From an optimization exercise on the open Yosys and OpenROAD flow, aimed at small area, a short achievable clock period and few clock cycles; shortcuts taken in it are not production practice. At most, simulation tests tie the RTL to the original design; equivalence was not proved.

## PE
module PE (
	input clk,
	input rst,
	input PE_en,
	input [13-1:0] i_config,
	input [32-1:0] ifmap,
	input [32-1:0] filter,
	input [32-1:0] ipsum,
	input ifmap_valid,
	input filter_valid,
	input ipsum_valid,
	input opsum_ready,
	output reg [32-1:0] opsum,
	output reg ifmap_ready,
	output reg filter_ready,
	output reg ipsum_ready,
	output reg opsum_valid
);
Size in the first run: about 3,800 cells after synthesis, roughly 150 I/O pins, roughly 0.055 mm2 of cells after synthesis.
export LEC_CHECK = 0
export CAP_MARGIN = 20
export CORE_MARGIN = 2
export CORE_UTILIZATION = 40
export SLEW_MARGIN = 20
create_clock -name core_clock -period 12.0 [get_ports {clk}]
standard.sh (not shown) runs the stock make flow with config.mk's settings and CLKGATE_MAP_FILE= SYNTH_SCRIPT=/design/flow/synth_recipe.tcl, a recipe that flattens the netlist after the stock synthesis.
==> flow/flow/run.sh <==
#!/bin/bash
# Layout flow: the standard synthesis, then a netlist pass (fapol.py) that
# re-polarises full adders to drop the inverters synthesis leaves between them,
# then the standard ORFS layout with repair_timing asked for extra setup margin.
set -euo pipefail
RES=$PWD/orfs/results/sky130hd/PE/base
LIB=$FLOW_HOME/platforms/sky130hd/lib/sky130_fd_sc_hd__tt_025C_1v80.lib
bash standard.sh synth > synth.log 2>&1
cp $RES/1_2_yosys.v $RES/1_2_yosys.orig.v
python3 flow/fapol.py $LIB $RES/1_2_yosys.orig.v $RES/1_2_yosys.v > fapol.log 2>&1
rm -f $RES/1_synth.odb
bash standard.sh SETUP_SLACK_MARGIN=8 TNS_END_PERCENT=100 finish > standard.log 2>&1
Other scripts of this flow, unchanged in this note and not shown: flow/flow/fapol.py
Rerun with:
--- a/flow/design.v
+++ b/flow/design.v
@@ -22,23 +22,23 @@
 reg [1:0] crs;     
 reg cst;           
 reg [1:0] cp;      
 reg [4:0] ccol;    
 reg [1:0] cq;      
 wire f_fire = filter_valid & filter_ready;
 wire i_fire = ifmap_valid & ifmap_ready;
 wire p_fire = ipsum_valid & ipsum_ready;
 reg vA, lA, vB, lB, olast;
-reg np;                             
+reg [1:0] np;                       
 reg sfull, slast;                   
 reg [31:0] sk_o;
 wire o_take = !opsum_valid | opsum_ready;
-wire hasp = np;
+wire hasp = (np != 2'd0);
 wire c_go = vB & hasp & !sfull;            
 wire adv = !vB | c_go;                     
 wire job_end = opsum_valid & opsum_ready & olast;
 reg [383:0] fmem;
 reg [2:0] kw;      
 reg [1:0] fr;      
 reg fdone;         
 wire [1:0] e_rs = busy ? crs : i_config[11:10];
 wire [1:0] e_p = busy ? cp : i_config[8:7];
@@ -59,19 +59,19 @@
 		fr <= f_rowlast ? 2'd0 : fr + 2'd1;
 		if (f_rowlast) kw <= kw + 3'd1;
 		if (f_last) fdone <= 1'b1;
 		filter_ready <= !f_last;
 	end else begin
 		filter_ready <= !fdone;
 		kwd <= kw;
 	end
 end
-reg [31:0] q0, q1, q2, q3;
+reg [31:0] q0, q1, q2, q3, q4;
 reg [2:0] nq;
 reg [4:0] ci;      
 reg [1:0] ki;      
 reg idone;         
 reg [3:0] sk0;     
 reg sk1, sk2, sk3;
 reg [11:0] xen;    
 wire [1:0] nout_m1 = cdw ? cq : cp;
 wire last_in_col = (ki == nout_m1);
@@ -82,57 +82,46 @@
 wire fin_ok = !(last_in_col & last_col) | fdone;
 wire can_issue = busy & !idone & win_ok & filt_ok & fin_ok;
 wire issue = can_issue & adv;
 wire pop = issue & last_in_col & !last_col;
 wire [2:0] nq_pop = pop ? (nq - {2'b0, cst} - 3'd1) : nq;
 wire [31:0] iword = ifmap ^ 32'h80808080;
 always @(posedge clk) begin
 	if (i_fire && nq_pop == 3'd0) q0 <= iword; else if (pop) q0 <= cst ? q2 : q1;
 	if (i_fire && nq_pop == 3'd1) q1 <= iword; else if (pop) q1 <= cst ? q3 : q2;
-	if (i_fire && nq_pop == 3'd2) q2 <= iword; else if (pop && !cst) q2 <= q3;
-	if (i_fire && nq_pop == 3'd3) q3 <= iword;
+	if (i_fire && nq_pop == 3'd2) q2 <= iword; else if (pop) q2 <= cst ? q4 : q3;
+	if (i_fire && nq_pop == 3'd3) q3 <= iword; else if (pop) q3 <= q4;
+	if (i_fire && nq_pop == 3'd4) q4 <= iword;
 end
 wire [2:0] nq_next = nq_pop + {2'b0, i_fire};
-reg [31:0] p0;
-wire np_next = (np & !c_go) | p_fire;
-wire vB_next = adv ? vA : vB;
-wire sfull_next = !o_take & (sfull | c_go);
-wire c_go_next = vB_next & np_next & !sfull_next;
-wire adv_n = !vB_next | c_go_next;
-wire [1:0] ki_n = issue ? (last_in_col ? 2'd0 : ki + 2'd1) : ki;
-wire [4:0] ci_n = (issue & last_in_col & !last_col) ? ci + 5'd1 : ci;
-wire idone_n = idone | (issue & last_in_col & last_col);
-wire fdone_n = fdone | (f_fire & f_last);
-wire lic_n = (ki_n == nout_m1);
-wire lc_n = (ci_n == ccol);
-wire win_ok_n = (nq_next > {1'b0, crs}) & (!lic_n | lc_n | !cst | (nq_next >= 3'd2));
-wire filt_ok_n = cdw ? (kw != 3'd0) : (kw > {1'b0, ki_n});
-wire fin_ok_n = !(lic_n & lc_n) | fdone_n;
-wire pop_n = busy & !job_end & !idone_n & win_ok_n & filt_ok_n & fin_ok_n & adv_n & lic_n & !lc_n;
 always @(posedge clk or posedge rst) begin
 	if (rst) begin
 		nq <= 3'd0; ifmap_ready <= 1'b0;
 	end else if (job_end) begin
 		nq <= 3'd0; ifmap_ready <= 1'b1;
 	end else begin
 		nq <= nq_next;
-		ifmap_ready <= (nq_next != 3'd4) | pop_n;
+		ifmap_ready <= (nq_next != 3'd5);
 	end
 end
+reg [31:0] p0, p1;
+wire [1:0] np_go = np - {1'b0, c_go};
+wire [1:0] np_next = np_go + {1'b0, p_fire};
 always @(posedge clk) begin
-	if (p_fire) p0 <= ipsum;
+	if (p_fire && np_go == 2'd0) p0 <= ipsum; else if (c_go) p0 <= p1;
+	if (p_fire && np_go == 2'd1) p1 <= ipsum;
 end
 always @(posedge clk or posedge rst) begin
 	if (rst) begin
-		np <= 1'b0; ipsum_ready <= 1'b0;
+		np <= 2'd0; ipsum_ready <= 1'b0;
 	end else begin
 		np <= np_next;
-		ipsum_ready <= !np_next | c_go_next;
+		ipsum_ready <= (np_next != 2'd2);
 	end
 end
 always @(posedge clk or posedge rst) begin
 	if (rst) begin
 		busy <= 1'b0;
 		cdw <= 1'b0; crs <= 2'd0; cst <= 1'b0; cp <= 2'd0; ccol <= 5'd0; cq <= 2'd0;
 		ci <= 5'd0; ki <= 2'd0; idone <= 1'b0;
 		sk0 <= 4'd0; sk1 <= 1'b0; sk2 <= 1'b0; sk3 <= 1'b0; xen <= 12'd0;
 	end else begin
Via count is higher by a few percent.
Worst setup slack improved by 0.034 ns.
Design area climbs by a few percent.
Routed wire length came out higher by a few percent.
Final cell count rises by a few percent.
Testbench counts after the change, summed over its fixed seeds: cycles 9,840.
Function not checked in the first run of this note: the RTL went through the layout flow alone.

========
Another version of the RTL of PE (not shown whole).
Size in the first run: ~4,100 cells after synthesis, about 150 I/O pins.
// PE
module PE (
	input clk,
	input rst,
	input PE_en,
	input [13-1:0] i_config,
	input [32-1:0] ifmap,
	input [32-1:0] filter,
	input [32-1:0] ipsum,
	input ifmap_valid,
	input filter_valid,
	input ipsum_valid,
	input opsum_ready,
	output reg [32-1:0] opsum,
	output reg ifmap_ready,
	output reg filter_ready,
	output reg ipsum_ready,
	output reg opsum_valid
);
Settings: LEC_CHECK=0, CAP_MARGIN=20, CORE_MARGIN=2, CORE_UTILIZATION=40, CTS_CLUSTER_DIAMETER=80, CTS_CLUSTER_SIZE=30, SLEW_MARGIN=20; clock period 12.0 ns.
==> flow/flow/run.sh <==
#!/bin/bash
# Layout flow: the standard synthesis, then a netlist pass (fapol.py) that
# re-polarises full adders to drop the inverters synthesis leaves between them,
# then the standard ORFS layout with repair_timing asked for extra setup margin.
set -euo pipefail
RES=$PWD/orfs/results/sky130hd/PE/base
LIB=$FLOW_HOME/platforms/sky130hd/lib/sky130_fd_sc_hd__tt_025C_1v80.lib
bash standard.sh synth > synth.log 2>&1
cp $RES/1_2_yosys.v $RES/1_2_yosys.orig.v
python3 flow/fapol.py $LIB $RES/1_2_yosys.orig.v $RES/1_2_yosys.v > fapol.log 2>&1
rm -f $RES/1_synth.odb
bash standard.sh SETUP_SLACK_MARGIN=8.2 TNS_END_PERCENT=100 'BUFFER_PORTS_ARGS=-buffer_cell sky130_fd_sc_hd__buf_2' finish > standard.log 2>&1
Other scripts of this flow, unchanged in this note and not shown: flow/flow/fapol.py
Edit:
--- a/flow/design.v
+++ b/flow/design.v
@@ -36,59 +36,57 @@
 wire c_go = vB & hasp & !sfull;            
 wire adv = !vB | c_go;                     
 wire job_end = opsum_valid & opsum_ready & olast;
 reg [383:0] fmem;
 reg [2:0] kw;      
 reg [1:0] fr;      
 reg fdone;         
 wire [1:0] e_rs = busy ? crs : i_config[11:10];
 wire [1:0] e_p = busy ? cp : i_config[8:7];
 wire f_rowlast = (fr == e_rs);
 wire f_last = f_rowlast & (kw[1:0] == e_p);
-reg [11:0] fwen;
-always @(*) begin
-	for (i = 0; i < 12; i = i + 1)
-		fwen[i] = f_fire && kw[1:0] == i / 3 && fr == i % 3;
-end
 always @(posedge clk) begin
 	for (i = 0; i < 12; i = i + 1)
-		if (fwen[i])
+		if (f_fire && kw[1:0] == i / 3 && fr == i % 3)
 			fmem[i*32 +: 32] <= filter;
 end
 always @(posedge clk or posedge rst) begin
 	if (rst) begin
-		kw <= 3'd0; fr <= 2'd0; fdone <= 1'b0; filter_ready <= 1'b0;
+		kw <= 3'd0; fr <= 2'd0; fdone <= 1'b0; filter_ready <= 1'b0; kwd <= 3'd0;
 	end else if (job_end) begin
-		kw <= 3'd0; fr <= 2'd0; fdone <= 1'b0; filter_ready <= 1'b1;
+		kw <= 3'd0; fr <= 2'd0; fdone <= 1'b0; filter_ready <= 1'b1; kwd <= 3'd0;
 	end else if (f_fire) begin
+		kwd <= kw;
 		fr <= f_rowlast ? 2'd0 : fr + 2'd1;
 		if (f_rowlast) kw <= kw + 3'd1;
 		if (f_last) fdone <= 1'b1;
 		filter_ready <= !f_last;
 	end else begin
 		filter_ready <= !fdone;
+		kwd <= kw;
 	end
 end
 reg [31:0] q0, q1, q2, q3;
 reg [2:0] nq;
 reg [4:0] ci;      
 reg [1:0] ki;      
 reg idone;         
 reg [3:0] sk0;     
 reg sk1, sk2, sk3;
 reg [11:0] xen;    
 wire [1:0] nout_m1 = cdw ? cq : cp;
 wire last_in_col = (ki == nout_m1);
 wire last_col = (ci == ccol);
 wire win_ok = (nq > {1'b0, crs}) & (!last_in_col | last_col | !cst | (nq >= 3'd2));
-wire filt_ok = cdw ? (kw != 3'd0) : (kw > {1'b0, ki});
+reg [2:0] kwd;     
+wire filt_ok = cdw ? (kwd != 3'd0) : (kwd > {1'b0, ki});
 wire fin_ok = !(last_in_col & last_col) | fdone;
 wire can_issue = busy & !idone & win_ok & filt_ok & fin_ok;
 wire issue = can_issue & adv;
 wire pop = issue & last_in_col & !last_col;
 wire [2:0] nq_pop = pop ? (nq - {2'b0, cst} - 3'd1) : nq;
 wire [31:0] iword = ifmap ^ 32'h80808080;
 always @(posedge clk) begin
 	if (i_fire && nq_pop == 3'd0) q0 <= iword; else if (pop) q0 <= cst ? q2 : q1;
 	if (i_fire && nq_pop == 3'd1) q1 <= iword; else if (pop) q1 <= cst ? q3 : q2;
 	if (i_fire && nq_pop == 3'd2) q2 <= iword; else if (pop && !cst) q2 <= q3;
 	if (i_fire && nq_pop == 3'd3) q3 <= iword;
@@ -194,28 +192,26 @@
 		end
 	end
 end
 wire [7:0] fs00, fs01, fs02, fs03, fs10, fs11, fs12, fs13, fs20, fs21, fs22, fs23;
 wire [7:0] xs00, xs01, xs02, xs03, xs10, xs11, xs12, xs13, xs20, xs21, xs22, xs23;
 reg [95:0] fsr;
 integer fr_i, fc_i;
 always @(posedge clk) begin
 	for (fr_i = 0; fr_i < 3; fr_i = fr_i + 1)
 		for (fc_i = 0; fc_i < 4; fc_i = fc_i + 1)
 			fsr[fr_i*32 + fc_i*8 +: 8] <= {8{xen_n[fr_i*4 + fc_i]}} & (
-				  ({8{sk0_n[fc_i] & !fwen[0*3 + fr_i]}} & fmem[(0*3 + fr_i)*32 + fc_i*8 +: 8])
-				| ({8{sk1_n & !fwen[1*3 + fr_i]}} & fmem[(1*3 + fr_i)*32 + fc_i*8 +: 8])
-				| ({8{sk2_n & !fwen[2*3 + fr_i]}} & fmem[(2*3 + fr_i)*32 + fc_i*8 +: 8])
-				| ({8{sk3_n & !fwen[3*3 + fr_i]}} & fmem[(3*3 + fr_i)*32 + fc_i*8 +: 8])
-				| ({8{(sk0_n[fc_i] & fwen[0*3 + fr_i]) | (sk1_n & fwen[1*3 + fr_i])
-				    | (sk2_n & fwen[2*3 + fr_i]) | (sk3_n & fwen[3*3 + fr_i])}} & filter[fc_i*8 +: 8]));
+				  ({8{sk0_n[fc_i]}} & fmem[(0*3 + fr_i)*32 + fc_i*8 +: 8])
+				| ({8{sk1_n}} & fmem[(1*3 + fr_i)*32 + fc_i*8 +: 8])
+				| ({8{sk2_n}} & fmem[(2*3 + fr_i)*32 + fc_i*8 +: 8])
+				| ({8{sk3_n}} & fmem[(3*3 + fr_i)*32 + fc_i*8 +: 8]));
 end
 assign {fs03, fs02, fs01, fs00} = fsr[31:0];
 assign {fs13, fs12, fs11, fs10} = fsr[63:32];
 assign {fs23, fs22, fs21, fs20} = fsr[95:64];
 assign {xs03, xs02, xs01, xs00} = q0;
 assign {xs13, xs12, xs11, xs10} = q1;
 assign {xs23, xs22, xs21, xs20} = q2;
 reg ca_0_0;
 reg ca_0_1;
 reg ca_1_0;
 reg ca_2_0;
Outcome: Wire length is lower by 9.5%. Synthesized cell count is lower by 9.2%. Die area is lower by 2.1%. Worst setup slack improves by 16 ps.
No run of this note included a check of the RTL's function; only the layout flow was run.

==> re-timing with driven ports <==
No port has a modelled driver above. Below, the same layouts with a new extraction and two added sets of constraints. Step 1, drivers: a clkbuf_16 drives clk and a buf_2 each remaining input, both assumed. Step 2, shift: input delay + t, output delay - t, t = (earliest + latest rising clock arrival at the registers) / 2. This alone moves slack from input paths to output paths. Slacks: ideal ports / drivers / drivers and shift; pairs: ideal ports / drivers.
run	t, ns	slack for setup (ns)	worst setup path at the end	slew at the worst register clock pin (ns)	pins driven straight from the clock port
the first run of note 1	0.796	7.982 / 7.982 / 7.287	input to register	0.07 / 0.07	1
the second run of note 1	0.816	8.015 / 8.015 / 7.277	input to register	0.07 / 0.07	1
the first run of note 2	0.771	8.168 / 8.168 / 7.437	input to register	0.12 / 0.12	1
the second run of note 2	0.754	8.184 / 8.184 / 7.592	input to register	0.11 / 0.11	1
After both steps setup and hold are still met in every run listed. The setup slack of the second run of note 1, which loses most, moves by 0.000 ns with the drivers and by -0.738 ns with both steps.
